What follows belongs to an exercise in optimizing a design on an open flow for small area and a short achievable clock period; a production flow would make more cautious choices. The RTL was checked by simulation tests, not by an equivalence proof against the original design.

Setup of v34:
==> flow/design.v (excerpt) <==
module bitcruncher_dp(
    input         clk,
    input         rst_n,
    input  [21:0] ctrl,             
    input  [15:0] MBR_in_memory,
    output [7:0]  MAR_out_memory,
    output [15:0] MBR_out_memory,
    output [7:0]  IR_out,
    output [3:0]  ALUflags
    );
    wire [21:0] Control_Signals = ctrl;
    wire [15:0] MBR_out;
    wire [15:0] BR_out;
    wire [15:0] ALU_out;
    wire [7:0]  PC_out;
    MAR u_MAR(
    .clk     ( clk     ),
    .rst_n   ( rst_n   ),
    .C5      ( Control_Signals[5]  ),
    .C10     ( Control_Signals[10] ),
    .MBR_out ( MBR_out ),
    .PC_out  ( PC_out  ),
    .MAR_out_memory ( MAR_out_memory )
    );
    MBR u_MBR(
    .clk           ( clk           ),
    .rst_n         ( rst_n         ),
    .C3            ( Control_Signals[3]  ),
    .C11           ( Control_Signals[11] ),
    .C12           ( Control_Signals[12] ),
    .ALU_out       ( ALU_out       ),
    .MBR_in_memory ( MBR_in_memory ),
    .MBR_out       ( MBR_out       ),
    .MBR_out_memory ( MBR_out_memory )
    );
    ALU_ACC u_ALU_ACC(
    .clk     ( clk     ),
  ...
Size in the first run: ~2900 cells after synthesis, about 92 flip-flops, about 20000 µm² of cells after synthesis.
==> flow/config.mk <==
export PLATFORM = sky130hd
export DESIGN_NAME = bitcruncher_dp
export DESIGN_NICKNAME = bitcruncher_dp
export VERILOG_FILES = /design/flow/design.v
export SDC_FILE = /design/flow/constraint.sdc
export NUM_CORES = 4
export LEC_CHECK = 0
export ABC_AREA = 1
export CAP_MARGIN = 20
export CORE_MARGIN = 2
export CORE_UTILIZATION = 55
export SLEW_MARGIN = 20
==> flow/constraint.sdc <==
create_clock -name core_clock -period 40.0 [get_ports {clk}]
set_input_delay 8.0000 -clock core_clock [delete_from_list [all_inputs] [get_ports {clk}]]
set_output_delay 8.0000 -clock core_clock [all_outputs]
set_load 0.01 [all_outputs]
standard.sh (not shown) runs the stock make flow with config.mk's settings and CLKGATE_MAP_FILE= SYNTH_SCRIPT=/design/flow/synth_recipe.tcl, a recipe that flattens the netlist after the stock synthesis.
==> flow/flow/run.sh <==
#!/bin/bash
# The standard layout, with the standard synthesis, but with timing repair
# aiming for 26 ns of setup slack instead of 0 (the clock period and the
# constraints are the design's own). Each step's output goes to its own log.
set -euo pipefail
bash standard.sh synth > synth.log 2>&1
bash standard.sh SETUP_SLACK_MARGIN=26 finish > layout.log 2>&1
--- input diff v34..v11 ---
- CORE_UTILIZATION changed from 55 to 40
--- a/flow/flow/run.sh
+++ b/flow/flow/run.sh
@@ -3 +3 @@
-# aiming for 26 ns of setup slack instead of 0 (the clock period and the
+# aiming for 25 ns of setup slack instead of 0 (the clock period and the
@@ -7 +7 @@
-bash standard.sh SETUP_SLACK_MARGIN=26 finish > layout.log 2>&1
+bash standard.sh SETUP_SLACK_MARGIN=25 finish > layout.log 2>&1
==> comparison <==
v11 ran to completion and came out clean on the timing, design-rule and antenna checks. Against v34, final weighted congestion in routability-driven placement in v11 fell slightly. On number of global-route vias before repair, the higher figure sits with v34, not v11. Area added between synthesis and finish: v11 lower than v34. Of the two candidates, v34 has the better setup slack and v11 the worse one. For proportion of cell area spent on the clock network, v11 and v34 come out practically identical. Area: v11 vs v34 -> v11 smaller. Standard-cell row count: v34 and v11 compared, lower one is v34. Note that the core area recorded for v34 amounts to 0.73 times the value seen in v11. v34 → v11: sequential share of cell area moved up; maximum cell stage delay along the critical path moved down.
--- input diff v11..v59 ---
--- a/flow/flow/run.sh
+++ b/flow/flow/run.sh
@@ -3 +3 @@
-# aiming for 25 ns of setup slack instead of 0 (the clock period and the
+# aiming for 26 ns of setup slack instead of 0 (the clock period and the
@@ -7 +7 @@
-bash standard.sh SETUP_SLACK_MARGIN=25 finish > layout.log 2>&1
+bash standard.sh SETUP_SLACK_MARGIN=26 finish > layout.log 2>&1
[summary]
- In the reports for v59 and v11, the smaller final clock period utilization by the worst path belongs to v59.
- Looking at post-route worst setup slack across both flows, v59 is the stronger of the two, with v11 trailing.
- Global-route usage of v59 is on par with v11.
- Number of search-and-repair iterations in the first detailed-routing pass, v59 and v11: lower on v11
- v59 against v11: wire length of the first global-routing pass up 0.35%, cell count up 19, worst hold slack after final layout flat.

[re-timing with driven ports]
The flow's constraints put no driver on any port. The routed layouts listed below were extracted and timed again, unchanged, in two steps. Step 1 assumes that a clkbuf_16 drives the clock port and a buf_2 every other input. Step 2 moves the port delays by t, midway between the first and last clock arrival at a register: inputs arrive t later, outputs are due t later. That takes back most of the time a late clock gives input paths. Three values: no drivers, after step 1, after step 2; two values: the first two.
run	t, ns	setup slack, ns	worst slew at a driven data input, ns
v34	0.408	26.747 / 26.772 / 26.364	0.06
v11	0.402	26.177 / 26.177 / 26.177	0.08
v59	0.402	26.999 / 27.019 / 26.617	0.09
After both steps every run listed still meets setup and hold. The setup slack of v34, which loses most, moves by +0.025 ns with the drivers and by -0.383 ns with both steps.
